This is an optimization exercise on Yosys and OpenROAD, whose aim is small area, not a production implementation. Only simulation tests tie the RTL to the original design; equivalence was not proved. Power and IR drop assume default switching activity.

$ cat flow/design.v
module clock(
    input clk,
    input rst,
    input adjust, up, up_ten,
    input h24, world_clock,
    input usa, england, spain,
    input sw_stopwatch,
    input sw_timer,
    input sw_alarm_set,
    input btn_stp_start,
    input btn_stp_reset,
    input btn_alarm_toggle,
    input btn_alarm_stop,
    output [7:0] seg_data, seg_com, seg7,
    output am, pm,
    output led4, led6, led8,
    output LCD_RS, LCD_RW, LCD_E,
    output [7:0] LCD_DATA,
    output [3:0] rgb_r,
    output piezo_out
    );
    reg [8:0] b;
    reg [2:0] d0, d1, d2;
    reg [1:0] t;             
    wire d0_4 = d0[2];       
    wire d1_4 = d1[2];
    wire d2_4 = d2[2];
    always @(posedge clk or posedge rst) begin
        if (rst) begin
            b <= 0; d0 <= 0; d1 <= 0; d2 <= 0; t <= 0;
        end else begin
            b <= b + 1'b1;
            d0 <= d0_4 ? 3'd0 : d0 + 1'b1;
            if (d0_4) d1 <= d1_4 ? 3'd0 : d1 + 1'b1;
            if (d0_4 && d1_4) d2 <= d2_4 ? 3'd0 : d2 + 1'b1;
            t <= {t[1] ^ t[0], ~t[0] | t[1]};
        end
    end
    wire tick_999 = (b[2:0] == 3'd7) && d0_4 && d1_4 && d2_4;
    wire tick_1hz = (b[2:0] == 3'd0) && (d0 == 0) && (d1 == 0) && (d2 == 0) && (t != 2'b00);
    wire tick_10ms = b[0] && d0_4;
    wire lcd_tick = (t == 2'b10);
    assign LCD_E = (t == 2'b01);
    wire nomode = ~sw_stopwatch & ~sw_timer & ~sw_alarm_set;
    reg p_adj, p_up, p_upt, p_sst, p_srs, p_atg, p_ast, p_nm;
    always @(posedge clk) begin
        p_adj <= adjust; p_up <= up; p_upt <= up_ten;
        p_sst <= btn_stp_start; p_srs <= btn_stp_reset;
        p_atg <= btn_alarm_toggle; p_ast <= btn_alarm_stop;
        p_nm <= nomode;
    end
    wire adj_p = adjust & ~p_adj;
    wire up_p = up & ~p_up;
    wire upt_p = up_ten & ~p_upt;
    wire sst_p = btn_stp_start & ~p_sst;
    wire srs_p = btn_stp_reset & ~p_srs;
    wire atg_p = btn_alarm_toggle & ~p_atg;
    wire ast_p = btn_alarm_stop & ~p_ast;
    wire tc_adj_p = adjust & nomode & ~(p_adj & p_nm);
    wire tc_up_p = up & nomode & ~(p_up & p_nm);
    wire tc_upt_p = up_ten & nomode & ~(p_upt & p_nm);
    reg [1:0] adjust_mode;
    reg [4:0] hr;            
    reg [4:0] ahr;           
    reg [2:0] m10; reg [3:0] m1;
    reg [2:0] s10; reg [3:0] s1;
    always @(posedge clk or posedge rst) begin
        if (rst) adjust_mode <= 0;
        else if (tc_adj_p) adjust_mode <= adjust_mode + 1'b1;
    end
    assign {led4, led6, led8} = (adjust_mode == 2'd1) ? 3'b001 :
                                (adjust_mode == 2'd2) ? 3'b010 :
                                (adjust_mode == 2'd3) ? 3'b100 : 3'b111;
    wire s1_9 = s1[3] & s1[0];
    wire s10_5 = s10[2] & s10[0];
    wire m1_9 = m1[3] & m1[0];
    wire m10_5 = m10[2] & m10[0];
    wire hr_23 = hr[4] & hr[2] & hr[1] & hr[0];
    wire tk = (adjust_mode == 2'd0) & tick_1hz;
    wire md1 = (adjust_mode == 2'd1), md2 = (adjust_mode == 2'd2), md3 = (adjust_mode == 2'd3);
    wire u_one = tc_up_p;                  
    wire u_ten = tc_upt_p & ~tc_up_p;      
    wire inc_s1 = tk | (u_one & md1);
    wire inc_s10 = (inc_s1 & s1_9) | (u_ten & md1);
    wire inc_m1 = (tk & s1_9 & s10_5) | (u_one & md2);
    wire inc_m10 = (inc_m1 & m1_9) | (u_ten & md2);
    wire inc_hr = (tk & s1_9 & s10_5 & m1_9 & m10_5) | (u_one & md3);
    wire add_hr = u_ten & md3;
    always @(posedge clk or posedge rst) begin
        if (rst) begin
            hr <= 0; m10 <= 0; m1 <= 0; s10 <= 0; s1 <= 0;
        end else begin
            if (inc_s1) s1 <= s1_9 ? 4'd0 : s1 + 1'b1;
            if (inc_s10) s10 <= s10_5 ? 3'd0 : s10 + 1'b1;
            if (inc_m1) m1 <= m1_9 ? 4'd0 : m1 + 1'b1;
            if (inc_m10) m10 <= m10_5 ? 3'd0 : m10 + 1'b1;
            if (inc_hr) hr <= hr_23 ? 5'd0 : hr + 5'd1;
            else if (add_hr) hr <= (hr >= 5'd14) ? hr - 5'd14 : hr + 5'd10;
        end
    end
    wire al_disp = sw_alarm_set;
    wire [4:0] hx = al_disp ? ahr : hr;
    reg [4:0] w;
    reg [3:0] dh10, dh1;
    reg am_r, pm_r;
    always @(*) begin
        w = hx;
        if (world_clock && !al_disp) begin
            if (usa) w = (hx < 14) ? hx + 5'd10 : hx - 5'd14;
            else if (england) w = (hx < 9) ? hx + 5'd15 : hx - 5'd9;
            else if (spain) w = (hx < 8) ? hx + 5'd16 : hx - 5'd8;
        end
        if (!(h24 || world_clock || al_disp)) begin
            if (hx == 0) w = 12;
            else if (hx > 12) w = hx - 5'd12;
        end
        dh10 = (w >= 20) ? 4'd2 : (w >= 10) ? 4'd1 : 4'd0;
        dh1 = (w >= 20) ? w - 5'd20 : (w >= 10) ? w - 5'd10 : w;
        am_r = !(h24 || world_clock) && (hr < 12);
        pm_r = !(h24 || world_clock) && (hr >= 12);
    end
    assign am = am_r;
    assign pm = pm_r;
    reg sw_run;
    reg [2:0] sm10; reg [3:0] sm1; reg [2:0] ss10; reg [3:0] ss1; reg [3:0] sc10, sc1;
    reg [2:0] lm10; reg [3:0] lm1; reg [2:0] ls10; reg [3:0] ls1; reg [3:0] lc10, lc1;
    always @(posedge clk or posedge rst) begin
        if (rst) begin
            {sm10, sm1, ss10, ss1, sc10, sc1} <= 0;
            {lm10, lm1, ls10, ls1, lc10, lc1} <= 0;
            sw_run <= 0;
        end else if (sw_stopwatch) begin
            if (sst_p) begin
                sw_run <= ~sw_run;
                if (sw_run) begin
                    lm10 <= sm10; lm1 <= sm1; ls10 <= ss10; ls1 <= ss1; lc10 <= sc10; lc1 <= sc1;
                end
            end
            if (srs_p) begin
                sw_run <= 0;
                {sm10, sm1, ss10, ss1, sc10, sc1} <= 0;
                {lm10, lm1, ls10, ls1, lc10, lc1} <= 0;
            end
            if (sw_run && tick_10ms) begin
                if (sc1[3] & sc1[0]) begin
                    sc1 <= 0;
                    if (sc10[3] & sc10[0]) begin
                        sc10 <= 0;
                        if (ss1[3] & ss1[0]) begin
                            ss1 <= 0;
                            if (ss10[2] & ss10[0]) begin
                                ss10 <= 0;
                                if (sm1[3] & sm1[0]) begin
                                    sm1 <= 0;
                                    if (sm10[2] & sm10[0]) sm10 <= 0; else sm10 <= sm10 + 1'b1;
                                end else sm1 <= sm1 + 1'b1;
                            end else ss10 <= ss10 + 1'b1;
                        end else ss1 <= ss1 + 1'b1;
                    end else sc10 <= sc10 + 1'b1;
                end else sc1 <= sc1 + 1'b1;
            end
        end
    end
    reg [3:0] tm_m10, tm_m1; reg [2:0] tm_s10; reg [3:0] tm_s1;
    reg [3:0] set_m10, set_m1, set_s10;
    reg tm_run, tm_alarm;
    wire tm_zero = (tm_m10 == 0) && (tm_m1 == 0) && (tm_s10 == 0) && (tm_s1 == 0);
    always @(posedge clk or posedge rst) begin
        if (rst) begin
            {tm_m10, tm_m1, tm_s10, tm_s1} <= 0;
            {set_m10, set_m1, set_s10} <= 0;
            tm_run <= 0; tm_alarm <= 0;
        end else if (sw_timer) begin
            if (tm_alarm && ast_p) begin
                tm_alarm <= 0; tm_run <= 0;
            end else if (srs_p) begin
                {tm_m10, tm_m1, tm_s10, tm_s1} <= 0;
                {set_m10, set_m1, set_s10} <= 0;
                tm_run <= 0; tm_alarm <= 0;
            end else if (!tm_run && !tm_alarm) begin
                if (upt_p) begin
                    if (tm_m1[3] & tm_m1[0]) begin
                        tm_m1 <= 0; tm_m10 <= tm_m10 + 1'b1;
                        set_m1 <= 0; set_m10 <= set_m10 + 1'b1;
                    end else begin
                        tm_m1 <= tm_m1 + 1'b1;
                        set_m1 <= set_m1 + 1'b1;
                    end
                end
                if (up_p) begin
                    if (tm_s10[2] & tm_s10[0]) begin
                        tm_s10 <= 0; set_s10 <= 0;
                    end else begin
                        tm_s10 <= tm_s10 + 1'b1; set_s10 <= set_s10 + 1'b1;
                    end
                    tm_s1 <= 0;
                end
            end
            if (adj_p && !tm_alarm && !tm_zero) tm_run <= ~tm_run;
            if (tm_run && tick_999) begin
                if (tm_zero) begin
                    tm_run <= 0; tm_alarm <= 1;
                end else begin
                    if (tm_s1 == 0) begin
                        tm_s1 <= 9;
                        if (tm_s10 == 0) begin
                            tm_s10 <= 5;
                            if (tm_m1 == 0) begin
                                tm_m1 <= 9;
                                tm_m10 <= tm_m10 - 1'b1;    
                            end else tm_m1 <= tm_m1 - 1'b1;
                        end else tm_s10 <= tm_s10 - 1'b1;
                    end else tm_s1 <= tm_s1 - 1'b1;
                end
            end
        end else begin
            tm_alarm <= 0; tm_run <= 0;
        end
    end
    reg [2:0] am10; reg [3:0] am1;
    reg al_en, al_ring;
    always @(posedge clk or posedge rst) begin
        if (rst) begin
            {ahr, am10, am1} <= 0;
            al_en <= 0;
        end else begin
            if (atg_p) al_en <= ~al_en;
            if (sw_alarm_set) begin
                if (srs_p) {ahr, am10, am1} <= 0;
                if (up_p) begin
                    if (am1[3] & am1[0]) begin
                        am1 <= 0;
                        if (am10[2] & am10[0]) am10 <= 0; else am10 <= am10 + 1'b1;
                    end else am1 <= am1 + 1'b1;
                end
                if (upt_p) begin
                    if (ahr[4] & ahr[2] & ahr[1] & ahr[0]) ahr <= 5'd0;
                    else if (srs_p && !(dh1[3] & dh1[0])) ahr <= dh1[3:0] + 5'd1;
                    else ahr <= ahr + 5'd1;
                end
            end
        end
    end
    always @(posedge clk or posedge rst) begin
        if (rst) al_ring <= 0;
        else begin
            if (!al_en || (al_ring && ast_p)) al_ring <= 0;
            else if (!sw_alarm_set && !al_ring) begin
                if (hr == ahr && m10 == am10 && m1 == am1 && s10 == 0 && s1 == 0)
                    al_ring <= 1;
            end
        end
    end
    wire ringing = tm_alarm | al_ring;
    assign piezo_out = ringing & b[0];
    assign rgb_r = {4{ringing & b[8]}};
    reg [2:0] scan;
    always @(*) begin
        case ({t, b[2:0]})
            5'b00000: scan = 3'd0;
            5'b00001: scan = 3'd2;
            5'b00010: scan = 3'd5;
            5'b00011: scan = 3'd1;
            5'b00100: scan = 3'd3;
            5'b00101: scan = 3'd5;
            5'b00110: scan = 3'd2;
            5'b00111: scan = 3'd4;
            5'b01000: scan = 3'd4;
            5'b01001: scan = 3'd0;
            5'b01010: scan = 3'd3;
            5'b01011: scan = 3'd5;
            5'b01100: scan = 3'd1;
            5'b01101: scan = 3'd3;
            5'b01110: scan = 3'd0;
            5'b01111: scan = 3'd2;
            5'b10000: scan = 3'd2;
            5'b10001: scan = 3'd4;
            5'b10010: scan = 3'd1;
            5'b10011: scan = 3'd3;
            5'b10100: scan = 3'd5;
            5'b10101: scan = 3'd1;
            5'b10110: scan = 3'd4;
            5'b10111: scan = 3'd0;
            5'b11000: scan = 3'd0;
            5'b11001: scan = 3'd2;
            5'b11010: scan = 3'd5;
            5'b11011: scan = 3'd1;
            5'b11100: scan = 3'd3;
            5'b11101: scan = 3'd5;
            5'b11110: scan = 3'd2;
            5'b11111: scan = 3'd4;
            default: scan = 3'd0;
        endcase
    end
    reg [3:0] f_h10, f_h1, f_m10, f_m1, f_s10, f_s1;
    always @(*) begin
        if (sw_stopwatch) begin
            f_h10 = sm10; f_h1 = sm1; f_m10 = ss10; f_m1 = ss1; f_s10 = sc10; f_s1 = sc1;
        end else if (sw_timer) begin
            f_h10 = 0; f_h1 = 0; f_m10 = tm_m10; f_m1 = tm_m1; f_s10 = tm_s10; f_s1 = tm_s1;
        end else if (sw_alarm_set) begin
            f_h10 = dh10; f_h1 = dh1; f_m10 = am10; f_m1 = am1; f_s10 = 0; f_s1 = 0;
        end else begin
            f_h10 = dh10; f_h1 = dh1; f_m10 = m10; f_m1 = m1; f_s10 = s10; f_s1 = s1;
        end
    end
    reg [7:0] seg_com_r, seg_data_r;
    reg [3:0] digit;
    always @(*) begin
        case (scan)
            3'd0: begin seg_com_r = 8'b1101_1111; digit = f_h10; end
            3'd1: begin seg_com_r = 8'b1110_1111; digit = f_h1; end
            3'd2: begin seg_com_r = 8'b1111_0111; digit = f_m10; end
            3'd3: begin seg_com_r = 8'b1111_1011; digit = f_m1; end
            3'd4: begin seg_com_r = 8'b1111_1101; digit = f_s10; end
            default: begin seg_com_r = 8'b1111_1110; digit = f_s1; end
        endcase
        case (digit)
            4'h0: seg_data_r[6:0] = ~7'b100_0000;
            4'h1: seg_data_r[6:0] = ~7'b111_1001;
            4'h2: seg_data_r[6:0] = ~7'b010_0100;
            4'h3: seg_data_r[6:0] = ~7'b011_0000;
            4'h4: seg_data_r[6:0] = ~7'b001_1001;
            4'h5: seg_data_r[6:0] = ~7'b001_0010;
            4'h6: seg_data_r[6:0] = ~7'b000_0010;
            4'h7: seg_data_r[6:0] = ~7'b111_1000;
            4'h8: seg_data_r[6:0] = ~7'b000_0000;
            4'h9: seg_data_r[6:0] = ~7'b001_0000;
            default: seg_data_r[6:0] = 7'b000_0000;
        endcase
        seg_data_r[7] = (scan == 3'd1) || (scan == 3'd3);
    end
    assign seg_com = seg_com_r;
    assign seg_data = seg_data_r;
    reg [1:0] z;
    always @(posedge clk or posedge rst) begin
        if (rst) z <= 0;
        else if (!world_clock) z <= 0;
        else if (usa) z <= 2'b01;
        else if (england) z <= 2'b10;
        else if (spain) z <= 2'b11;
        else z <= 0;
    end
    assign seg7 = {1'b0, z[1], z[1] | z[0], z[1] ^ z[0], z[1] | z[0], z[0], z[0] & ~z[1], z[1]};
    reg [5:0] s;
    reg [5:0] dreg;      
    reg [5:0] ld;        
    reg [7:0] ch;        
    wire [3:0] idx = s[3:0];
    always @(*) begin
        ch = 8'h00;
        if (!s[5]) begin
            case (s[3:1])
                3'd0, 3'd1: ch = 8'h38;
                3'd2: ch = 8'h0C;
                3'd3: ch = 8'h01;
                3'd4: ch = 8'h06;
                3'd5: ch = 8'h80;
                3'd6: ch = 8'hC0;
                default: ch = 8'h02;
            endcase
        end else if (!s[4]) begin
            if (sw_stopwatch) begin
                case (idx)
                    0: ch = "M"; 1: ch = "O"; 2: ch = "D"; 3: ch = "E";
                    4: ch = " "; 5: ch = ":"; 6: ch = " ";
                    7: ch = "S"; 8: ch = "T"; 9: ch = "O"; 10: ch = "P";
                    11: ch = "W"; 12: ch = "A"; 13: ch = "T"; 14: ch = "C"; 15: ch = "H";
                endcase
            end else if (sw_timer) begin
                case (idx)
                    0: ch = "M"; 1: ch = "O"; 2: ch = "D"; 3: ch = "E";
                    4: ch = " "; 5: ch = ":"; 6: ch = " ";
                    7: ch = "T"; 8: ch = "I"; 9: ch = "M"; 10: ch = "E";
                    11: ch = "R"; 12: ch = " "; 13: ch = " "; 14: ch = " "; 15: ch = " ";
                endcase
            end else if (sw_alarm_set) begin
                case (idx)
                    0: ch = "A"; 1: ch = "L"; 2: ch = "A"; 3: ch = "R";
                    4: ch = "M"; 5: ch = " "; 6: ch = "S"; 7: ch = "E";
                    8: ch = "T"; 9: ch = " "; 10: ch = ":"; 11: ch = " ";
                    12: ch = "O";
                    13: ch = al_en ? "N" : "F";
                    14: ch = al_en ? " " : "F";
                    15: ch = " ";
                endcase
            end else begin
                case (idx)
                    0: ch = "M"; 1: ch = "O"; 2: ch = "D"; 3: ch = "E";
                    4: ch = " "; 5: ch = ":"; 6: ch = " ";
                    7: ch = h24 ? "2" : "1";
                    8: ch = h24 ? "4" : "2";
                    9: ch = "H";
                    10: ch = " "; 11: ch = "T"; 12: ch = "Y"; 13: ch = "P"; 14: ch = "E"; 15: ch = " ";
                endcase
            end
        end else begin
            if (sw_stopwatch) begin
                case (idx)
                    0: ch = "L"; 1: ch = "A"; 2: ch = "P";
                    3: ch = " "; 4: ch = ":"; 5: ch = " ";
                    6: ch = {5'b00110, lm10}; 7: ch = {4'b0011, lm1};
                    8: ch = ":";
                    9: ch = {5'b00110, ls10}; 10: ch = {4'b0011, ls1};
                    11: ch = ":";
                    12: ch = {4'b0011, lc10}; 13: ch = {4'b0011, lc1};
                    14: ch = " "; 15: ch = " ";
                endcase
            end else if (sw_timer) begin
                case (idx)
                    0: ch = "S"; 1: ch = "E"; 2: ch = "T";
                    3: ch = " "; 4: ch = ":"; 5: ch = " ";
                    6: ch = {4'b0011, set_m10}; 7: ch = {4'b0011, set_m1};
                    8: ch = ":";
                    9: ch = {4'b0011, set_s10}; 10: ch = "0";
                    default: ch = " ";
                endcase
            end else if (sw_alarm_set) begin
                case (idx)
                    0: ch = "T"; 1: ch = "I"; 2: ch = "M"; 3: ch = "E";
                    4: ch = " "; 5: ch = ":"; 6: ch = " ";
                    7: ch = {4'b0011, dh10}; 8: ch = {4'b0011, dh1};
                    9: ch = ":";
                    10: ch = {5'b00110, am10}; 11: ch = {4'b0011, am1};
                    default: ch = " ";
                endcase
            end else begin
                case (idx)
                    0: ch = "Z"; 1: ch = "O"; 2: ch = "N"; 3: ch = "E";
                    4: ch = " "; 5: ch = ":"; 6: ch = " ";
                    default: begin
                        if (world_clock && usa) begin
                            case (idx)
                                7: ch = "U"; 8: ch = "S"; 9: ch = "A"; 10: ch = " ";
                                11: ch = "("; 12: ch = "N"; 13: ch = "Y"; 14: ch = ")"; default: ch = " ";
                            endcase
                        end else if (world_clock && england) begin
                            case (idx)
                                7: ch = "U"; 8: ch = "K"; 9: ch = " "; 10: ch = "(";
                                11: ch = "L"; 12: ch = "O"; 13: ch = "N"; 14: ch = ")"; default: ch = " ";
                            endcase
                        end else if (world_clock && spain) begin
                            case (idx)
                                7: ch = "S"; 8: ch = "P"; 9: ch = "A"; 10: ch = "I";
                                11: ch = "N"; default: ch = " ";
                            endcase
                        end else begin
                            case (idx)
                                7: ch = "K"; 8: ch = "O"; 9: ch = "R"; 10: ch = "E";
                                11: ch = "A"; default: ch = " ";
                            endcase
                        end
                    end
                endcase
            end
        end
    end
    wire s_wr = s[5] | ~s[0];
    always @(posedge clk or posedge rst) begin
        if (rst) begin
            s <= 0; dreg <= 0; ld <= 0;
        end else if (lcd_tick) begin
            ld <= dreg;
            if (s_wr) dreg <= ch[5:0];
            if (s[5]) begin
                if (s[3:0] != 4'd15) s <= s + 1'b1;
                else s <= s[4] ? 6'd14 : 6'd12;
            end else if (s[3:0] == 4'd10) s <= 6'd32;
            else if (s[3:0] == 4'd12) s <= 6'd48;
            else if (s[3:0] == 4'd15) s <= 6'd10;
            else s <= s + 1'b1;
        end
    end
    wire cw2 = (s[5] && s[3:0] > 4'd1) || s == 6'd12 || s == 6'd14 || s == 6'd15 || s == 6'd48;
    assign LCD_DATA = {(s == 6'd33) || (s == 6'd49), (s == 6'd49) || (cw2 && !ld[5]), ld};
    assign LCD_RS = cw2;
    assign LCD_RW = 1'b0;
endmodule
$ cat flow/config.mk
export PLATFORM = sky130hd
export DESIGN_NAME = clock
export DESIGN_NICKNAME = clock
export VERILOG_FILES = /design/flow/design.v
export SDC_FILE = /design/flow/constraint.sdc
export NUM_CORES = 4
export LEC_CHECK = 0
export ABC_AREA = 1
export CAP_MARGIN = 20
export CORE_MARGIN = 2
export CORE_UTILIZATION = 65
export CTS_BUF_LIST = sky130_fd_sc_hd__clkbuf_4 sky130_fd_sc_hd__clkbuf_8
export CTS_CLUSTER_SIZE = 10
export SLEW_MARGIN = 20
$ cat flow/standard.sh
#!/bin/bash
# synth_recipe.tcl (not shown) runs the flow's synth.tcl, then flattens the netlist and writes it again
# the make line also repeats each setting of config.mk as NAME=value (left out here)
make -C /OpenROAD-flow-scripts/flow DESIGN_CONFIG=/design/flow/config.mk WORK_HOME=/design/flow/orfs CLKGATE_MAP_FILE= SYNTH_SCRIPT=/design/flow/synth_recipe.tcl "${@:-finish}"
$ cat flow/flow/abc_best.tcl
# Map the logic with ABC once per seed in MY_ABC_SEEDS and keep the smallest.
proc my_abc_best {abc_args} {
  global lib_args
  set best -1
  yosys design -save my_abc_pre
  foreach s $::env(MY_ABC_SEEDS) {
    yosys design -load my_abc_pre
    yosys abc {*}[lreplace $abc_args 1 1 "$::env(MY_ABC_DIR)/area_$s.abc"]
    set f "$::env(REPORTS_DIR)/abc_stat_$s.txt"
    yosys tee -q -o $f stat {*}$lib_args
    set fh [open $f r]
    set txt [read $fh]
    close $fh
    if {![regexp {Chip area for module '[^']*': ([0-9.]+)} $txt -> area]} {
      error "no area in $f"
    }
    puts "abc seed $s: area $area"
    if {$best < 0 || $area < $best} {
      set best $area
      yosys design -save my_abc_best
    }
  }
  yosys design -load my_abc_best
  puts "abc best area $best"
}
$ cat flow/flow/area.abc
strash
ifraig
&get -n
&deepsyn -T 40 -S @SEED@
&put
dc2
dch -f
amap
topo
$ cat flow/constraint.sdc
create_clock -name core_clock -period 20.0 [get_ports {clk}]
set_input_delay 4.0000 -clock core_clock [delete_from_list [all_inputs] [get_ports {clk}]]
set_output_delay 4.0000 -clock core_clock [all_outputs]
set_load 0.01 [all_outputs]
$ cat flow/flow/run.sh
#!/bin/bash
set -euo pipefail
W=$(pwd)
F="$W/flow"

# ORFS's synth.tcl with the logic mapping (abc) replaced by my_abc_best
sed 's#log_cmd abc {\*}$abc_args#my_abc_best $abc_args#' \
    "$FLOW_HOME/scripts/synth.tcl" > "$W/synth_mod.tcl"
grep -q my_abc_best "$W/synth_mod.tcl"
sed "s#source \$::env(SCRIPTS_DIR)/synth.tcl#source $F/abc_best.tcl\nsource $W/synth_mod.tcl#" \
    "$W/synth_recipe.tcl" > "$W/my_synth.tcl"
grep -q synth_mod "$W/my_synth.tcl"
# The standard flow's layout command with that synthesis script
sed "s#SYNTH_SCRIPT=[^ ]*#SYNTH_SCRIPT=$W/my_synth.tcl ADDER_MAP_FILE= 'BUFFER_PORTS_ARGS=-buffer_cell sky130_fd_sc_hd__buf_1' 'MIN_BUF_CELL_AND_PORTS=sky130_fd_sc_hd__buf_1 A X'#" \
    "$W/standard.sh" > "$W/my_standard.sh"
grep -q my_synth "$W/my_standard.sh"

# ABC scripts, one per seed
for s in 1 2 3 4 5; do
    sed "s/@SEED@/$s/" "$F/area.abc" > "$W/area_$s.abc"
done
export MY_ABC_DIR="$W"
export MY_ABC_SEEDS="1 2 3 4 5"
bash "$W/my_standard.sh" > "$W/flow_make.log" 2>&1
test -f "$W/out/final.def"
==> impl_metrics.csv, run 1 <==
group,metric,value,unit
logic_synthesis,synth_ff_type,"dfrtp_1",
critical_path,rrSetupSlack,14.79,ns
routing,dr.pass1.iters,8,
logic_synthesis,synth_top_family_by_area,"compound AO/OA/AOI/OAI gates",
global_routing,grt_pass1_wl,47.76,mm
power,ir_drop,0.07283,mV
logic_synthesis,synthAdderAreaFrac,0,
sta,fin_ws,7.564,ns
power,p_per_area,84.84,nW/um^2
power,intPower,0.5259,mW
logic_synthesis,synth_compound_area_frac,0.2500,
logic_synthesis,async_reset_ff_frac,0.9490,
logic_synthesis,seq_area_frac_synth,0.4375,
placed_design,place_area,9346,um^2
critical_path,cp_slowest_cell,"o311ai_0",
global_routing,overflow,0,
sta,setup_viol,0,
clock_network,cts_buffer_depth,2,
critical_path,critical-path-top-delay-family,"compound AO/OA/AOI/OAI gates",
clock_network,cts_sinks,157,
global_routing,grt_start_max_net_pins,76,
logic_synthesis,syn_avg_cell_area,7.676,um^2
sta,finalMaxSlewViolations,0,
routing,vias,9871,
critical_path,worstPathRequired,16.00,ns
clock_network,cts_max_level,4,
logic_synthesis,ys_warn_count,1,
critical_path,path_cells,"buf_1, nand2_1, clkinv_1, nor2_1, clkinv_1, nand4_1, a31oi_1, clkinv_1, a21oi_1, o21ai_0, o21ai_0, nor3_1, a21oi_1, o311ai_0, clkinv_1, a21oi_1, a21oi_1, a21oi_1, nor2b_1, buf_1",
global_routing,track_usage,0.4259,
critical_path,end_kind,"output port",
global_routing,grt_pass1_vias,9046,
logic_synthesis,ys_ff_latch,157,
logic_synthesis,synthMuxAreaShare,0,
finish,multi_input_area,4270,um^2
finish,regArea,3889,um^2
placed_design,io_buffers,57,
logic_synthesis,synth_xor_area_frac,0,
global_routing,antenna_found_initial,0,
placed_design,dp_hpwl,22.32,mm
finish,layout_commonest_cell,"nor2_1",
clock_network,cts_hold_buf,0,
critical_path,criticalPathCategory,"in2out",
power,switching_share,0.3641,
critical_path,cp_common_cell,"a21oi_1",
finish,postLayoutCellArea,9748,um^2
sta,clock_skew,0.01394,ns
logic_synthesis,synthSimpleGateAreaFrac,0.2285,
finish,most-common-layout-cells,"253 x nor2_1, 187 x clkinv_1, 149 x dfrtp_1, 91 x nand2_1, 63 x a21oi_1",
finish,diodes,0,
critical_path,cp_data_arrival_time,8.44,ns
die,rows,42,
routing,ant_nets,0,
min_path,min_to,"sm10[1]",
logic_synthesis,syn_inst,1158,
critical_path,rr_worst_depth,13,
placed_design,place_congestion,1.012,
power,power_frac_seq,0.476,
clock_network,cts_tree,"yes",
die,ios,62,
placed_design,place_worst_setup_slack,7.685,ns
sta,setup_tns,0,ns
sta,relSlewSlack,0.2465,
sta,rsz0062_at_grt,"no",
clock_network,cts_setup_buffers,0,
power,p_total,0.8270,mW
clock_network,clkTransAtPathRegs,0.09,ns
sta,finalCriticalPeriod,12.44,ns
logic_synthesis,synth_edf_count,0,
finish,drive_gt1_frac,0.03210,
power,switchingPower,0.3011,mW
logic_synthesis,yosysUniqueCellTypes,48,
clock_network,cts-root-buf,"clkbuf_8",
die,dieArea,14630,um^2
die,die_h,120.9,um
sta,finalCritPeriodShare,0.6218,
finish,area_growth,9.671,%
die,start_util,0.6685,
min_path,hold_depth,1,
status,status,"no timing/DRC/antenna violations",
critical_path,timing.rr.end,"dreg[1]",
logic_synthesis,synth_area,8889,um^2
sta,worst_slew_pin_slew,1.116,ns
critical_path,r2r_start,"s[0]",
die,coreArea,13300,um^2
critical_path,crit_fanout,7,
finish,num-fill-cells,1015,
clock_network,insertion_delay,0.47,ns
critical_path,worstSetupStartpointType,"input pin",
routing,wl_per_cell,21.47,um
routing,vias_per_cell,6.942,
clock_network,cts_inserted_buffers,17,
finish,nets,1250,
die,dieWidth,120.9,um
power,combPwrFrac,0.230,
min_path,hp-start,"sm10[1]",
routing,drc_errors,0,
sta,hold_viol,0,
routing,wl,30.53,mm
power,p_leak,3.799,nW
routing,dr.first_iter.drc_count,1659,
sta,max_freq,0.08041,GHz
power,clkPwrFrac,0.293,
run,cap_viol_max_count,0,
clock_network,cts_resized,0,
critical_path,path_buf_inv,6,
critical_path,cpPeakStageDelay,0.95,ns
min_path,min_path_type,"reg2reg",
-- per-stage QoR --
stage | hold slack, ns | cells | utilization
4_1_cts | 0.4725 | 1422 | 0.7330
6_report | 0.4756 | 1422 | 0.7332
2_1_floorplan | 0.4327 | 1160 | -
3_3_place_gp | 0.4551 | 1390 | 0.7030
5_1_grt | 0.4828 | 1422 | 0.7332
3_5_place_dp | 0.4616 | 1390 | 0.7030
-- cells in the mapped netlist, types with 6 or more instances --
cell type  count  area, um^2
or2_0          7       43.79
o22ai_1       56       350.3
nor2b_1        9       56.30
o221ai_1       7       61.31
nor2_1       254       953.4
a2111oi_0      7       61.31
nor3_1        46       230.2
nand4_1        9       56.30
a21oi_1       63       315.3
a221oi_1      10       87.58
o32ai_1       20       175.2
a22oi_1       11       82.58
dfrtp_1      149        3729
nand2_1       91       341.6
o21ai_0       48       240.2
dfxtp_1        8       160.2
and3_1         9       56.30
o21a_1         8       60.06
clkinv_1     188       705.7
buf_1          9       33.78
a211oi_1      24       180.2
or3_1          6       37.54
a31oi_1       16       100.1
nand3_1       22       110.1
o22a_1         9       78.83
nor4_1        14       87.58
-- how the worst max path moves through the flow --
| stage | start | endpoint | slack, ns | cells past startpoint |
|---|---|---|---|---|
| 6_report | world_clock | seg_data[3] | 7.56 | 20 |
| 5_1_grt | world_clock | seg_data[3] | 7.14 | 20 |
| 4_1_cts | world_clock | seg_data[3] | 7.65 | 20 |
| 3_5_place_dp | world_clock | seg_data[3] | 7.69 | 20 |
| 3_3_place_gp | world_clock | seg_data[3] | 7.94 | 20 |
| 2_1_floorplan | england | seg_data[3] | 8.71 | 20 |
-- power groups by stage --
stage          clock network [mW]  registers [mW]  logic (mW)
6_report                    0.243           0.394       0.190
5_1_grt                     0.255           0.396       0.210
4_1_cts                     0.240           0.391       0.184
3_3_place_gp                    0           0.396       0.176
2_1_floorplan                   0           0.382       0.132
3_5_place_dp                    0           0.397       0.182
-- cells by family (layout without fill, tap and decap cells) --
family                 count (synthesis)  in the layout
AO/OA/AOI/OAI                        327            327
other                                  2              4
buffers and inverters                197            283
AND/OR/NAND/NOR                      475            475
flip-flops                           157            157
-- registers in the layout (all words and copies together), names as in the netlist, 5 cells and up --
name,cells
b,9
hr,5
s,6
ld,6
dreg,6
ahr,5
-- final cells by class --
class | count | share of cell area
timing repair buffer | 63 | 0.02657
multi-input combinational | 806 | 0.4381
inverter | 188 | 0.07290
clock buffer | 23 | 0.03055
tap | 176 | 0.02259
sequential | 157 | 0.3989
clock inverter | 9 | 0.01040
-- layer usage --
metal | vias up | wire (um) | GRT usage
li1 | 4299 | - | -
met1 | 4586 | 11150 | 0.5555
met2 | 821 | 14110 | 0.6815
met3 | 165 | 3561 | 0.08647
met4 | 0 | 1709 | 0.2049
met5 | - | 0 | 0
-- worst register-to-register path, stage by stage (launching register included) --
cell       delay, ns
dfrtp_1         0.78
clkinv_1        0.64
nor2_1          0.31
buf_4           0.23
clkinv_1        0.20
nor2_1          0.29
clkinv_1        0.19
nor2_1          0.47
clkinv_1        0.46
a31oi_1         0.44
a211oi_1        0.16
a2111oi_0       0.64
a311oi_1        0.15
a21oi_1         0.18
==> run 2, diff against run 1 <==
--- a/flow/flow/run.sh
+++ b/flow/flow/run.sh
@@ -15,11 +15,16 @@
     "$W/standard.sh" > "$W/my_standard.sh"
 grep -q my_synth "$W/my_standard.sh"
 
-# ABC scripts, one per seed
-for s in 1 2 3 4 5; do
-    sed "s/@SEED@/$s/" "$F/area.abc" > "$W/area_$s.abc"
+# ABC scripts: two variants (area_a.abc, area_b.abc), several seeds each
+RUNS=""
+for v in a b; do
+    for s in 1 2 3 4 5; do
+        [[ $v == b && $s -gt 3 ]] && continue
+        sed "s/@SEED@/$s/" "$F/area_$v.abc" > "$W/area_$v$s.abc"
+        RUNS="$RUNS $v$s"
+    done
 done
 export MY_ABC_DIR="$W"
-export MY_ABC_SEEDS="1 2 3 4 5"
+export MY_ABC_SEEDS="$RUNS"
 bash "$W/my_standard.sh" > "$W/flow_make.log" 2>&1
 test -f "$W/out/final.def"
==> flow/flow/area_a.abc (new file) <==
strash
&get -n
&deepsyn -T 40 -S @SEED@
&put
dch -f
amap
topo
==> flow/flow/area_b.abc (new file) <==
strash
ifraig
&get -n
&deepsyn -T 40 -S @SEED@
&put
dc2
dch -f
amap
topo
--- a/flow/config.mk
+++ b/flow/config.mk
@@ -6,9 +6,9 @@
 export NUM_CORES = 4
 export LEC_CHECK = 0
 export ABC_AREA = 1
-export CAP_MARGIN = 20
+export CAP_MARGIN = 0
 export CORE_MARGIN = 2
 export CORE_UTILIZATION = 65
 export CTS_BUF_LIST = sky130_fd_sc_hd__clkbuf_4 sky130_fd_sc_hd__clkbuf_8
 export CTS_CLUSTER_SIZE = 10
-export SLEW_MARGIN = 20
+export SLEW_MARGIN = 0
removed: flow/flow/area.abc
==> run 2 against run 1 <==
Net effect:
- non-clock buffer count rose by 2
- maximum frequency down 5.7%
- total power up 0.47%
- critical path depth up 1
- via count increased by 0.99%
- sequential power fell by 1%
- cell area is 0.21% higher
- critical path type unchanged
- largest cell class unchanged
- highest routed layer unchanged
==> impl_metrics.csv, run 2 <==
group,metric,value,unit
status,status,"no timing/DRC/antenna violations",
sta,worst_hold_slack,0.4821,ns
global_routing,track_usage,0.4439,
die,coreArea,13300,um^2
sta,hold_viol,0,
global_routing,overflow,0,
placed_design,io_buffers,57,
routing,drc_errors,0,
finish,most-common-layout-cells,"251 x nor2_1, 186 x clkinv_1, 149 x dfrtp_1, 104 x nand2_1, 78 x o21ai_0",
clock_network,cts_sinks,157,
finish,postLayoutCellArea,9768,um^2
critical_path,rrSetupSlack,14.87,ns
run,cap_viol_max_count,0,
power,p_total,0.8309,mW
clock_network,cts_resized,0,
placed_design,place_area,9355,um^2
logic_synthesis,synthTopCellsByCount,"251 x nor2_1, 187 x clkinv_1, 149 x dfrtp_1, 104 x nand2_1, 78 x o21ai_0",
finish,largest_register_ffs,9,
logic_synthesis,synth_edf_count,0,
clock_network,cts_max_level,4,
critical_path,cpPeakStageDelay,0.52,ns
logic_synthesis,synth.most_common_cell,"nor2_1",
sta,rsz0062_at_grt,"no",
die,ios,62,
critical_path,worstPathRequired,16.00,ns
routing,vias,9969,
placed_design,place_congestion,1.024,
finish,final_util,0.7347,
logic_synthesis,synth_area,8882,um^2
critical_path,cp_common_cell,"clkinv_1",
global_routing,grt_start_max_net_pins,77,
die,start_util,0.6681,
sta,finalCriticalPeriod,13.18,ns
critical_path,path_buf_inv,6,
finish,final_cells,1428,
sta,clock_skew,0.01280,ns
critical_path,end_kind,"output port",
critical_path,endpoint,"seg_data[4]",
finish,top_register,"b",
die,die_h,120.9,um
sta,worst_slew_pin_slew,0.9355,ns
logic_synthesis,ys_ff_latch,157,
clock_network,clkTransAtPathRegs,0.10,ns
min_path,min_path_type,"reg2reg",
finish,nets,1256,
routing,vias_per_cell,6.981,
clock_network,cts_inserted_buffers,17,
clock_network,insertion_delay,0.47,ns
critical_path,timing.rr.end,"dreg[2]",
power,p_leak,3.854,nW
critical_path,rr_worst_depth,12,
critical_path,criticalPathCategory,"in2out",
sta,max_freq,0.07586,GHz
sta,finalCritPeriodShare,0.6591,
sta,finalMaxSlewViolations,0,
placed_design,place_worst_setup_slack,7.142,ns
critical_path,crit_fanout,13,
clock_network,cts_hold_buf,0,
critical_path,critical-path-top-delay-family,"compound AO/OA/AOI/OAI gates",
sta,setup_tns,0,ns
logic_synthesis,ys_warn_count,1,
critical_path,startpoint,"sw_alarm_set",
finish,drive_gt1_frac,0.03275,
sta,fin_ws,6.818,ns
die,dieWidth,120.9,um
logic_synthesis,yosys.area.top_type,"dfrtp_1",
routing,wl_per_cell,22.41,um
clock_network,cts_setup_buffers,0,
routing,dr.first_iter.drc_count,1683,
clock_network,cts-root-buf,"clkbuf_8",
routing,ant_nets,0,
global_routing,grt_pass1_vias,9255,
routing,dr.pass1.iters,6,
clock_network,cts_tree,"yes",
critical_path,cp_data_arrival_time,9.18,ns
logic_synthesis,yosysUniqueCellTypes,48,
critical_path,path_cells,"buf_1, clkinv_1, o22ai_1, clkinv_1, nor2_1, a21oi_1, a31oi_1, clkinv_1, nor2_1, nand2_1, o21ai_0, nand2_1, a21oi_1, a21oi_1, a31oi_1, clkinv_1, o21ai_0, a21boi_0, o22ai_1, nor2b_1, buf_1",
finish,layout_commonest_cell,"nor2_1",
power,p_per_area,85.06,nW/um^2
critical_path,worstSetupStartpointType,"input pin",
logic_synthesis,syn_inst,1162,
logic_synthesis,async_reset_ff_frac,0.9490,
die,dieArea,14620,um^2
logic_synthesis,synth_ff_type,"dfrtp_1",
global_routing,grt_pass1_wl,49.47,mm
die,rows,42,
logic_synthesis,syn_avg_cell_area,7.644,um^2
logic_synthesis,yosysTopAreaCellShare,0.4198,
global_routing,antenna_found_initial,0,
placed_design,dp_hpwl,23.75,mm
finish,area_growth,9.973,%
logic_synthesis,synth_area_leaders,"dfrtp_1 42%, nor2_1 11%, clkinv_1 7.9%, o22ai_1 4.4%, o21ai_0 4.4%",
power,ir_drop,0.07452,mV
sta,relSlewSlack,0.3764,
clock_network,cts_buffer_depth,2,
finish,diodes,0,
critical_path,r2r_start,"s[2]",
placed_design,placed_cells,1396,
critical_path,path_depth,21,
routing,wl,32.00,mm
critical_path,cp_slowest_cell,"buf_1",
sta,setup_viol,0,
logic_synthesis,seq_area_frac_synth,0.4378,
-- run 2: worst reg2reg max path, stage by stage, from the launching register on --
cell and delay, ns:
dfrtp_1 0.73, clkinv_1 0.40, nor2_1 0.58, clkinv_1 0.55, nor2_1 0.61, clkinv_1 0.41, a21oi_1 0.24, nor2_1 0.05
o311ai_0 0.73, o2111ai_1 0.33, nand3_1 0.21, o211ai_1 0.10, o21ai_0 0.10
-- run 2: area by class of cell --
cell class,instances,area [um^2]
multi-input cells,811,4265
flip-flops and latches,157,3889
fillers,973,3527
inverters,187,706.9
repair buffers,65,274.0
clock buffers,18,241.5
well taps,176,220.2
clock inverters,14,171.4
-- run 2: cells by family (layout without fill, tap and decap cells) --
kind of cell	count (synthesis)	in the layout	share of synthesized area
AO/OA/AOI/OAI	345	345	0.2605
flip-flops	157	157	0.4378
AND/OR/NAND/NOR	462	462	0.2181
buffers and inverters	196	284	0.08283
other	2	4	0.0008455
-- run 2: power breakdown --
part           switching (mW)  total, mW  internal (mW)
logic                   0.126      0.184         0.0580
registers              0.0400      0.389          0.349
clock network           0.140      0.258          0.118
-- run 2: worst min path at each step --
stage,start,end,depth (start not counted)
after floorplan,b[8],b[8],1
after global placement,b[8],b[8],1
after detailed placement,sm10[1],sm10[1],1
after CTS,sm10[1],sm10[1],1
after global routing,sm10[1],sm10[1],1
final,sm10[1],sm10[1],1
-- run 2: metal layers --
| layer | GRT usage | wire (um) | vias to the layer above |
|---|---|---|---|
| li1 | - | - | 4289 |
| met1 | 0.5568 | 11410 | 4642 |
| met2 | 0.6980 | 14600 | 837 |
| met3 | 0.1109 | 3933 | 201 |
| met4 | 0.2602 | 2051 | 0 |
| met5 | 0 | 0 | - |
==> run 3, diff against run 2 <==
--- a/flow/config.mk
+++ b/flow/config.mk
@@ -6,9 +6,9 @@
 export NUM_CORES = 4
 export LEC_CHECK = 0
 export ABC_AREA = 1
-export CAP_MARGIN = 0
+export CAP_MARGIN = 20
 export CORE_MARGIN = 2
 export CORE_UTILIZATION = 65
 export CTS_BUF_LIST = sky130_fd_sc_hd__clkbuf_4 sky130_fd_sc_hd__clkbuf_8
 export CTS_CLUSTER_SIZE = 10
-export SLEW_MARGIN = 0
+export SLEW_MARGIN = 20
==> run 3 against run 2 <==
Net effect:
- synthesized cell count unchanged
- worst hold slack unchanged
- non-clock buffer count is the same
==> impl_metrics.csv, run 3 <==
group,metric,value,unit
logic_synthesis,async_reset_ff_frac,0.9490,
logic_synthesis,synth.most_common_cell,"nor2_1",
logic_synthesis,syn_inst,1162,
logic_synthesis,synthTopCellsByCount,"251 x nor2_1, 187 x clkinv_1, 149 x dfrtp_1, 104 x nand2_1, 78 x o21ai_0",
logic_synthesis,synth_area,8882,um^2
critical_path,worstSetupStartpointType,"input pin",
finish,drive_gt1_frac,0.03275,
critical_path,rrSetupSlack,14.87,ns
logic_synthesis,yosys.area.top_type,"dfrtp_1",
clock_network,cts_hold_buf,0,
global_routing,grt_most_used_layer,"met2",
min_path,hp-start,"sm10[1]",
critical_path,crit_fanout,13,
logic_synthesis,seq_area_frac_synth,0.4378,
sta,setup_tns,0,ns
routing,ant_nets,0,
clock_network,cts-root-buf,"clkbuf_8",
min_path,hold_depth,1,
finish,top_register,"b",
die,die_h,120.9,um
critical_path,timing.rr.end,"dreg[2]",
routing,dr.first_iter.drc_count,1683,
global_routing,track_usage,0.4439,
clock_network,cts_tree,"yes",
clock_network,cts_sinks,157,
critical_path,path_cells,"buf_1, clkinv_1, o22ai_1, clkinv_1, nor2_1, a21oi_1, a31oi_1, clkinv_1, nor2_1, nand2_1, o21ai_0, nand2_1, a21oi_1, a21oi_1, a31oi_1, clkinv_1, o21ai_0, a21boi_0, o22ai_1, nor2b_1, buf_1",
routing,wl,32.00,mm
critical_path,cp_data_arrival_time,9.18,ns
sta,finalCritPeriodShare,0.6591,
sta,relSlewSlack,0.3764,
logic_synthesis,syn_avg_cell_area,7.644,um^2
critical_path,r2r_start,"s[2]",
sta,clock_skew,0.01280,ns
routing,vias,9969,
global_routing,met3_usage,0.1109,
finish,nets,1256,
power,combPwrFrac,0.221,
placed_design,io_buffers,57,
power,p_total,0.8309,mW
global_routing,grt_pass1_wl,49.47,mm
critical_path,criticalPathCategory,"in2out",
power,ir_drop,0.07452,mV
finish,area_growth,9.973,%
global_routing,antenna_found_initial,0,
power,switching_share,0.3686,
die,coreArea,13300,um^2
clock_network,cts_resized,0,
min_path,min_path_type,"reg2reg",
min_path,min_to,"sm10[1]",
clock_network,clkTransAtPathRegs,0.10,ns
die,ios,62,
critical_path,end_kind,"output port",
routing,drc_errors,0,
finish,most-common-layout-cells,"251 x nor2_1, 186 x clkinv_1, 149 x dfrtp_1, 104 x nand2_1, 78 x o21ai_0",
routing,wl_per_cell,22.41,um
finish,layout_commonest_cell,"nor2_1",
critical_path,worstPathRequired,16.00,ns
global_routing,grt_pass1_vias,9255,
logic_synthesis,ys_warn_count,1,
clock_network,cts_setup_buffers,0,
power,switchingPower,0.3062,mW
placed_design,dp_hpwl,23.75,mm
sta,setup_viol,0,
sta,finalCriticalPeriod,13.18,ns
global_routing,grt_start_max_net_pins,77,
clock_network,insertion_delay,0.47,ns
sta,worst_slew_pin_slew,0.9355,ns
critical_path,rr_worst_depth,12,
finish,largest_register_ffs,9,
die,rows,42,
power,p_per_area,85.06,nW/um^2
sta,rsz0062_at_grt,"no",
clock_network,cts_buffer_depth,2,
logic_synthesis,yosysUniqueCellTypes,48,
global_routing,overflow,0,
run,cap_viol_max_count,0,
placed_design,place_congestion,1.024,
logic_synthesis,synth_area_leaders,"dfrtp_1 42%, nor2_1 11%, clkinv_1 7.9%, o22ai_1 4.4%, o21ai_0 4.4%",
logic_synthesis,synth_edf_count,0,
critical_path,cp_common_cell,"clkinv_1",
sta,hold_viol,0,
logic_synthesis,synth_ff_type,"dfrtp_1",
die,dieWidth,120.9,um
clock_network,cts_max_level,4,
power,power_frac_seq,0.468,
logic_synthesis,yosysTopAreaCellShare,0.4198,
routing,dr.pass1.iters,6,
global_routing,use_met1,0.5568,
die,dieArea,14620,um^2
critical_path,cpPeakStageDelay,0.52,ns
routing,vias_per_cell,6.981,
finish,final_util,0.7347,
power,clkPwrFrac,0.311,
logic_synthesis,ys_ff_latch,157,
power,p_leak,3.854,nW
clock_network,cts_inserted_buffers,17,
die,start_util,0.6681,
sta,max_freq,0.07586,GHz
sta,finalMaxSlewViolations,0,
status,status,"no timing/DRC/antenna violations",
critical_path,cp_slowest_cell,"buf_1",
finish,num-fill-cells,973,
power,intPower,0.5246,mW
finish,diodes,0,
global_routing,met2_usage,0.6980,
run 3: cell counts in the layout (fill, tap and decap cells not counted):
Identical to the previous run, type by type.
run 3: routing by layer:
layer	wire length [um]	up-vias
li1	-	4289
met1	11410	4642
met2	14600	837
met3	3933	201
met4	2051	0
met5	0	-
run 3: area by class of cell:
type	instances	area, um^2	share of cell area
Timing Repair Buffer	65	274.0	0.02805
Tap cell	176	220.2	0.02254
Sequential cell	157	3889	0.3981
Multi-Input combinational cell	811	4265	0.4367
Inverter	187	706.9	0.07237
Clock inverter	14	171.4	0.01755
Clock buffer	18	241.5	0.02472
run 3: stage by stage:
step	cells	cell area, um^2	setup slack (ns)	hold slack, ns
floorplan	1164	8890	8.574	0.4319
global placement	1396	9355	7.556	0.4550
detailed placement	1396	9355	7.142	0.4689
CTS	1428	9768	7.108	0.4812
global route	1428	9768	6.538	0.4904
finish	1428	9768	6.818	0.4821
run 3: cells by family (layout without fill, tap and decap cells):
| group | Yosys count | count (layout) | synth area share |
|---|---|---|---|
| other cells | 2 | 4 | 0.0008455 |
| flops | 157 | 157 | 0.4378 |
| compound gates | 345 | 345 | 0.2605 |
| buf+inv | 196 | 284 | 0.08283 |
| simple gates | 462 | 462 | 0.2181 |
run 3: worst max-delay path by stage:
stage	from	end	cells past startpoint
finish	sw_alarm_set	seg_data[4]	21
detailed placement	sw_alarm_set	seg_data[4]	21
CTS	sw_alarm_set	seg_data[4]	21
floorplan	sw_stopwatch	seg_data[4]	13
global route	sw_alarm_set	seg_data[4]	21
global placement	sw_alarm_set	seg_data[4]	21
run 3: worst max-delay path, delay by kind of cell:
kind                   cells  cell delay (ns)
AO/OA/AOI/OAI             10             2.81
buffers and inverters      6             1.65
AND/OR/NAND/NOR            5             0.71
run 3: power by group through the flow:
stage | Sequential [mW] | Combinational [mW] | Clock (mW)
3_3_place_gp | 0.390 | 0.172 | 0
4_1_cts | 0.385 | 0.178 | 0.254
2_1_floorplan | 0.378 | 0.128 | 0
5_1_grt | 0.391 | 0.202 | 0.267
6_report | 0.389 | 0.184 | 0.258
3_5_place_dp | 0.391 | 0.177 | 0
==> run 4, diff against run 3 <==
--- a/flow/flow/run.sh
+++ b/flow/flow/run.sh
@@ -15,11 +15,11 @@
     "$W/standard.sh" > "$W/my_standard.sh"
 grep -q my_synth "$W/my_standard.sh"
 
-# ABC scripts: two variants (area_a.abc, area_b.abc), several seeds each
+# ABC scripts: three variants (area_a.abc, area_c.abc, area_d.abc), several seeds each
 RUNS=""
-for v in a b; do
-    for s in 1 2 3 4 5; do
-        [[ $v == b && $s -gt 3 ]] && continue
+for v in a c d; do
+    for s in 1 2 3 4; do
+        [[ $v == d && $s -gt 3 ]] && continue
         sed "s/@SEED@/$s/" "$F/area_$v.abc" > "$W/area_$v$s.abc"
         RUNS="$RUNS $v$s"
     done
==> flow/flow/area_c.abc (new file) <==
strash
&get -n
&deepsyn -T 40 -S @SEED@
&put
dch -f
amap -A 20 -F 20
topo
==> flow/flow/area_d.abc (new file) <==
strash
&get -n
&deepsyn -T 40 -S @SEED@
&dch -f
&nf -p -R 1000 -F 8 -A 8
&put
topo
removed: flow/flow/area_b.abc
==> run 4 against run 3 <==
Net effect:
- cell area grew 0.14%
- largest power group unchanged
- global-route usage shrank 6.7 points
- critical path type unchanged
- still clean on timing, DRC and antenna
- utilization grew 0.40 points
- wire length shrank 16%
- setup slack gained 0.91 ns
- flip-flop and latch count is the same
- synthesized area shrank 0.72%
- register-to-register slack gained 0.61 ns
- synthesized cell count shrank 9.6%
- final cell count shrank 7.4%
- die area shrank 0.69%
- non-clock buffer count grew 6
==> impl_metrics.csv, run 4 <==
group,metric,value,unit
status,status,"no timing/DRC/antenna violations",
run,cap_viol_max_count,0,
clock_network,cts_max_level,4,
min_path,min_path_type,"reg2reg",
finish,drive_gt1_frac,0.04101,
routing,wl_per_cell,20.23,um
routing,ant_nets,0,
sta,setup_tns,0,ns
clock_network,insertion_delay,0.47,ns
clock_network,cts_resized,0,
sta,finalCriticalPeriod,12.27,ns
sta,rsz0062_at_grt,"no",
global_routing,grt_start_max_net_pins,98,
sta,hold_viol,0,
placed_design,place_congestion,1.011,
logic_synthesis,synth_ff_type,"dfrtp_1",
sta,max_freq,0.08149,GHz
die,die_h,120.5,um
sta,finalMaxSlewViolations,0,
placed_design,place_area,9336,um^2
clock_network,cts_setup_buffers,0,
clock_network,cts-root-buf,"clkbuf_8",
critical_path,rrSetupSlack,15.48,ns
finish,most-common-layout-cells,"159 x nor2_1, 149 x dfrtp_1, 114 x nand2_1, 101 x a21oi_1, 65 x o21ai_0",
critical_path,end_kind,"output port",
routing,drc_errors,0,
global_routing,overflow,0,
logic_synthesis,syn_avg_cell_area,8.399,um^2
sta,clock_skew,0.01591,ns
sta,relSlewSlack,0.3146,
routing,dr.first_iter.drc_count,1433,
die,start_util,0.6659,
logic_synthesis,ys_warn_count,1,
sta,worst_hold_slack,0.4845,ns
sta,finalCritPeriodShare,0.6136,
clock_network,cts_sinks,157,
die,dieArea,14510,um^2
placed_design,dp_hpwl,19.00,mm
finish,diodes,0,
logic_synthesis,seq_area_frac_synth,0.4410,
clock_network,cts_hold_buf,0,
die,ios,62,
logic_synthesis,yosys.area.top_type,"dfrtp_1",
finish,top_register,"b",
finish,area_growth,10.93,%
power,p_per_area,87.25,nW/um^2
logic_synthesis,synth_edf_count,0,
die,rows,42,
finish,nets,1150,
sta,worst_slew_pin_slew,1.024,ns
placed_design,io_buffers,57,
logic_synthesis,synth.most_common_cell,"nor2_1",
routing,vias_per_cell,6.821,
critical_path,worstSetupStartpointType,"input pin",
logic_synthesis,syn_inst,1050,
routing,vias,9017,
global_routing,antenna_found_initial,0,
global_routing,track_usage,0.3765,
clock_network,clkTransAtPathRegs,0.09,ns
logic_synthesis,synth_area,8818,um^2
finish,largest_register_ffs,9,
clock_network,cts_tree,"yes",
routing,dr.pass1.iters,7,
critical_path,cp_data_arrival_time,8.27,ns
power,ir_drop,0.08810,mV
die,coreArea,13240,um^2
critical_path,crit_fanout,10,
sta,setup_viol,0,
logic_synthesis,yosysUniqueCellTypes,56,
clock_network,cts_inserted_buffers,17,
power,p_leak,4.034,nW
logic_synthesis,ys_ff_latch,157,
critical_path,criticalPathCategory,"in2out",
logic_synthesis,synth_area_leaders,"dfrtp_1 42%, nor2_1 6.8%, a21oi_1 5.7%, nand2_1 4.9%, o21ai_0 3.7%",
global_routing,grt_pass1_vias,8176,
die,dieWidth,120.5,um
finish,layout_commonest_cell,"nor2_1",
logic_synthesis,synthTopCellsByCount,"159 x nor2_1, 149 x dfrtp_1, 114 x nand2_1, 101 x a21oi_1, 65 x o21ai_0",
logic_synthesis,async_reset_ff_frac,0.9490,
critical_path,worstPathRequired,16.00,ns
global_routing,grt_pass1_wl,42.64,mm
routing,wl,26.74,mm
logic_synthesis,yosysTopAreaCellShare,0.4228,
finish,postLayoutCellArea,9782,um^2
clock_network,cts_buffer_depth,2,
-- run 4: cell count changes in the layout (fill, tap and decap cells not counted), moves of 11 or more --
cell,before,now
xnor2_1,0,17
and2_0,3,15
nor2b_1,8,22
o21ai_0,78,65
a22o_1,1,28
a2111oi_0,11,0
clkinv_1,186,40
a21oi_1,42,101
nor2_1,251,159
o32ai_1,15,4
o22ai_1,63,19
nand2b_1,0,19
-- run 4: final timing paths --
kind,startpoint,end,cells after the start
min in group asynchronous,rst,d1[2],2
worst max-delay path,world_clock,seg_data[3],18
worst min register to register,d0[0],d0[0],1
worst max register to register,hr[1],ahr[3],17
max in group asynchronous,rst,dreg[4],3
worst min-delay path,d0[0],d0[0],1
-- run 4: layout make-up --
cell class                 instances  area [um^2]
tap                              176        220.2
fill                            1043         3461
timing repair buffer              71        319.1
clock buffer                      20        256.5
sequential                       157         3889
multi-input combinational        845         4750
inverter                          41        158.9
clock inverter                    12        188.9
-- run 4: critical path: stages --
cell      delay [ns]
buf_1           0.30
o21ai_0         0.27
nor2_1          0.28
a31oi_1         0.14
o21ai_0         0.18
a21oi_1         0.06
o41ai_1         0.56
clkinv_1        0.19
o21ai_0         0.53
xnor2_1         0.25
a21oi_1         0.15
o32a_1          0.36
o21ai_0         0.20
nor2_1          0.13
and2_0          0.18
a21oi_1         0.17
nor2b_1         0.15
buf_1           0.16
-- run 4: metrics by stage --
step / power [mW] / instances / setup WS [ns] / util
3_5_place_dp: 0.5827 / 1290 / 7.950 / 0.7050
4_1_cts: 0.8474 / 1322 / 7.859 / 0.7387
2_1_floorplan: 0.5214 / 1052 / 8.758 / -
6_report: 0.8534 / 1322 / 7.729 / 0.7387
3_3_place_gp: 0.5780 / 1290 / 8.106 / 0.7050
5_1_grt: 0.8884 / 1322 / 7.382 / 0.7387
-- run 4: where the power goes --
part / leakage (nW) / internal, mW / total (mW) / switching, mW
clock: 0.222 / 0.142 / 0.269 / 0.127
combinational: 1.79 / 0.0685 / 0.175 / 0.106
sequential: 2.02 / 0.349 / 0.410 / 0.0606
-- run 4: kinds of logic (layout without fill, tap and decap cells) --
| logic type | after synthesis | count (layout) | synth area share |
|---|---|---|---|
| and+or+nand+nor | 459 | 459 | 0.2422 |
| AOI/OAI and AO/OA | 348 | 348 | 0.2592 |
| DFF | 157 | 157 | 0.4410 |
| buffers and inverters | 50 | 144 | 0.02128 |
| xor gates and xnor gates | 27 | 27 | 0.02682 |
| muxes | 7 | 7 | 0.008655 |
| other | 2 | 4 | 0.0008516 |
-- run 4: per-layer routing --
layer  wire [um]  global-route usage  part of all wire
met4        1197              0.1839             0.045
met5           0                   0                 0
met1       10760              0.5217              0.40
met3        2870             0.08302              0.11
met2       11910              0.5632              0.45
==> run 5, diff against run 4 <==
--- a/flow/flow/run.sh
+++ b/flow/flow/run.sh
@@ -15,11 +15,13 @@
     "$W/standard.sh" > "$W/my_standard.sh"
 grep -q my_synth "$W/my_standard.sh"
 
-# ABC scripts: three variants (area_a.abc, area_c.abc, area_d.abc), several seeds each
+# ABC scripts: four variants (area_a.abc, area_c.abc, area_d.abc,
+# area_e.abc), several seeds each
 RUNS=""
-for v in a c d; do
+for v in a c d e; do
     for s in 1 2 3 4; do
-        [[ $v == d && $s -gt 3 ]] && continue
+        [[ $v == a && $s -gt 3 ]] && continue
+        [[ $v == d && $s -gt 2 ]] && continue
         sed "s/@SEED@/$s/" "$F/area_$v.abc" > "$W/area_$v$s.abc"
         RUNS="$RUNS $v$s"
     done
==> flow/flow/area_e.abc (new file) <==
strash
&get -n
&deepsyn -T 40 -S @SEED@
&put
dch -f
amap -A 50 -F 50
strash
dch -f
amap -A 50 -F 50
strash
dch -f
amap -A 50 -F 50
strash
dch -f
amap -A 50 -F 50
strash
dch -f
amap -A 50 -F 50
topo
==> run 5 against run 4 <==
Net effect:
- still clean on timing, DRC and antenna
- wire length grew 7.1%
- via count grew 3.7%
- final cell count grew 4.8%
- total power shrank 4.2%
- flip-flop and latch count is the same
- synthesized area shrank 0.38%
- die area shrank 0.36%
- first-iteration DRC count grew 0.35%
- critical path type unchanged
- largest power group unchanged
==> impl_metrics.csv, run 5 <==
group,metric,value,unit
placed_design,place_congestion,1.044,
clock_network,cts_sinks,157,
placed_design,dp_hpwl,21.20,mm
clock_network,insertion_delay,0.48,ns
min_path,min_to,"sm1[2]",
power,ir_drop,0.06254,mV
routing,wl_met2,12.93,mm
routing,dr.pass1.iters,8,
global_routing,antenna_found_initial,0,
global_routing,track_usage,0.4076,
critical_path,cp_common_cell,"nor2_1",
sta,fin_ws,7.615,ns
finish,top_register,"b",
sta,rsz0062_at_grt,"no",
logic_synthesis,syn_inst,1120,
sta,hold_viol,0,
logic_synthesis,seq_area_frac_synth,0.4427,
clock_network,cts_inserted_buffers,17,
die,coreArea,13240,um^2
die,die_h,120.3,um
critical_path,worstSetupStartpointType,"input pin",
logic_synthesis,synthAdderAreaFrac,0,
routing,wl_per_cell,20.68,um
finish,nets,1213,
die,dieWidth,120.3,um
clock_network,cts_buffer_depth,2,
routing,dr.first_iter.drc_count,1438,
finish,largest_register_ffs,9,
die,ios,62,
logic_synthesis,synth_edf_count,0,
critical_path,r2r_start,"hr[1]",
routing,ant_nets,0,
logic_synthesis,yosysUniqueCellTypes,49,
critical_path,crit_fanout,5,
finish,drive_gt1_frac,0.03309,
finish,layout_commonest_cell,"nor2_1",
clock_network,cts-root-buf,"clkbuf_8",
critical_path,criticalPathCategory,"in2out",
finish,most-common-layout-cells,"201 x nor2_1, 193 x clkinv_1, 149 x dfrtp_1, 115 x o21ai_0, 69 x nand2_1",
critical_path,worstPathRequired,16.00,ns
logic_synthesis,yosys.area.top_type,"dfrtp_1",
finish,area_growth,9.899,%
critical_path,cp_slowest_cell,"o21ai_0",
logic_synthesis,ys_warn_count,1,
finish,multi_input_area,4141,um^2
routing,top_layer,"met4",
logic_synthesis,synth_ff_type,"dfrtp_1",
logic_synthesis,yosysTopAreaCellShare,0.4244,
sta,finalMaxSlewViolations,0,
min_path,hp-start,"sm1[2]",
critical_path,timing.rr.end,"dreg[2]",
logic_synthesis,synthSimpleGateAreaFrac,0.1819,
routing,wl_met3,3.204,mm
routing,wl,28.65,mm
critical_path,rrSetupSlack,15.34,ns
logic_synthesis,synth_xor_area_frac,0,
placed_design,place_worst_setup_slack,7.819,ns
logic_synthesis,synth_area_leaders,"dfrtp_1 42%, nor2_1 8.6%, clkinv_1 8.3%, o21ai_0 6.6%, o22ai_1 4.8%",
logic_synthesis,synth_top_family_by_area,"compound AO/OA/AOI/OAI gates",
sta,finalCriticalPeriod,12.39,ns
global_routing,overflow,0,
logic_synthesis,synthTopCellsByCount,"201 x nor2_1, 194 x clkinv_1, 149 x dfrtp_1, 115 x o21ai_0, 69 x nand2_1",
clock_network,cts_max_level,4,
logic_synthesis,ys_ff_latch,157,
sta,worst_slew_pin_slew,1.090,ns
sta,finalCritPeriodShare,0.6193,
critical_path,critical-path-top-delay-family,"compound AO/OA/AOI/OAI gates",
logic_synthesis,synth_compound_area_frac,0.2879,
sta,setup_viol,0,
sta,clock_skew,0.01283,ns
routing,wl_met1,11.09,mm
critical_path,end_kind,"output port",
placed_design,io_buffers,57,
critical_path,path_depth,27,
clock_network,cts_tree,"yes",
global_routing,grt_start_max_net_pins,89,
logic_synthesis,async_reset_ff_frac,0.9490,
status,status,"no timing/DRC/antenna violations",
global_routing,grt_pass1_wl,45.41,mm
clock_network,clkTransAtPathRegs,0.09,ns
power,p_total,0.8172,mW
clock_network,cts_hold_buf,0,
logic_synthesis,syn_avg_cell_area,7.843,um^2
logic_synthesis,synth.most_common_cell,"nor2_1",
clock_network,cts_resized,0,
sta,setup_tns,0,ns
min_path,hold_depth,1,
min_path,min_path_type,"reg2reg",
sta,max_freq,0.08074,GHz
die,dieArea,14460,um^2
critical_path,path_buf_inv,8,
clock_network,cts_setup_buffers,0,
critical_path,cpPeakStageDelay,0.32,ns
die,start_util,0.6634,
logic_synthesis,synthMuxAreaShare,0,
critical_path,rr_worst_depth,22,
run,cap_viol_max_count,0,
sta,relSlewSlack,0.2730,
finish,diodes,0,
die,rows,42,
finish,num-fill-cells,1050,
logic_synthesis,synth_area,8785,um^2
routing,vias_per_cell,6.749,
power,p_per_area,84.65,nW/um^2
finish,regArea,3889,um^2
routing,drc_errors,0,
routing,vias,9348,
global_routing,grt_pass1_vias,8803,
critical_path,cp_data_arrival_time,8.39,ns
power,p_leak,3.742,nW
-- run 5: layer usage --
metal | GRT usage | up-vias
li1 | - | 4203
met1 | 0.5336 | 4368
met2 | 0.6413 | 639
met3 | 0.09387 | 138
met4 | 0.2042 | 0
met5 | 0 | -
-- run 5: kinds of logic after synthesis --
| family | Yosys count |
|---|---|
| AOI/OAI and AO/OA | 385 |
| and+or+nand+nor | 373 |
| other | 2 |
| buffers and inverters | 203 |
| DFF | 157 |
-- run 5: worst max path at each step --
stage	start	endpoint	slack, ns
6_report	world_clock	seg_data[3]	7.61
5_1_grt	world_clock	seg_data[3]	7.10
4_1_cts	world_clock	seg_data[3]	7.78
3_5_place_dp	world_clock	seg_data[3]	7.82
3_3_place_gp	world_clock	seg_data[3]	8.02
2_1_floorplan	world_clock	seg_data[3]	8.76
-- run 5: cell type report --
type	count	share of cell area
Tap cell	176	0.02281
Timing Repair Buffer	64	0.02761
Clock buffer	17	0.02424
Multi-Input combinational cell	762	0.4290
Inverter	194	0.07595
Clock inverter	15	0.01763
Sequential cell	157	0.4028
-- run 5: stage by stage --
stage | hold slack (ns) | area (um^2) | utilization | cells
after detailed placement | 0.4606 | 9250 | 0.6985 | 1353
after global routing | 0.4924 | 9654 | 0.7290 | 1385
after CTS | 0.4729 | 9654 | 0.7290 | 1385
after floorplan | 0.4344 | 8792 | - | 1122
final | 0.4749 | 9654 | 0.7290 | 1385
after global placement | 0.4562 | 9250 | 0.6985 | 1353
-- run 5: power by group --
part	internal [mW]	switching [mW]	leakage, nW
clock network	0.106	0.141	0.206
logic	0.0598	0.124	1.53
registers	0.348	0.0381	2.00
-- run 5: worst reg2reg max path, cell delays in order (launching register included) --
cell and delay [ns]:
dfrtp_1 0.52, clkinv_1 0.23, nor2_1 0.23, clkinv_1 0.12
a22oi_1 0.21, nor2_1 0.08, a21oi_1 0.18, o22ai_1 0.10
o22ai_1 0.16, nor2_1 0.06, o32ai_1 0.30, clkinv_1 0.15
nor2_1 0.21, clkinv_1 0.13, o21ai_0 0.26, a21oi_1 0.14
o22ai_1 0.33, o21ai_0 0.13, a221oi_1 0.31, nor2_1 0.08
nor2_1 0.11, o21ai_0 0.14, o32a_1 0.35

[separate check: timing with driven ports]
Ports are ideal in the flow. The routed layouts listed here were re-timed in OpenROAD.
Step 1 assumes that a clkbuf_16 drives the clock port and a buf_2 every other input.
Step 2, shift: input delay + t, output delay - t, t = (earliest + latest rising clock arrival at the registers) / 2. This alone moves slack from input paths to output paths.
Three values: ideal ports, drivers, drivers and shift; two values: the first two.
| run | t (ns) | slack for setup (ns) | worst setup path at the end | pins driven straight from the clock port |
|---|---|---|---|---|
| run 1 | 0.499 | 7.564 / 7.543 / 7.543 | input to output | 1 |
| run 2 | 0.506 | 6.818 / 6.789 / 6.789 | input to output | 1 |
| run 3 | 0.506 | 6.818 / 6.789 / 6.789 | input to output | 1 |
| run 4 | 0.507 | 7.729 / 7.707 / 7.707 | input to output | 1 |
| run 5 | 0.510 | 7.615 / 7.592 / 7.592 | input to output | 1 |
After both steps setup and hold are still met in every run listed.
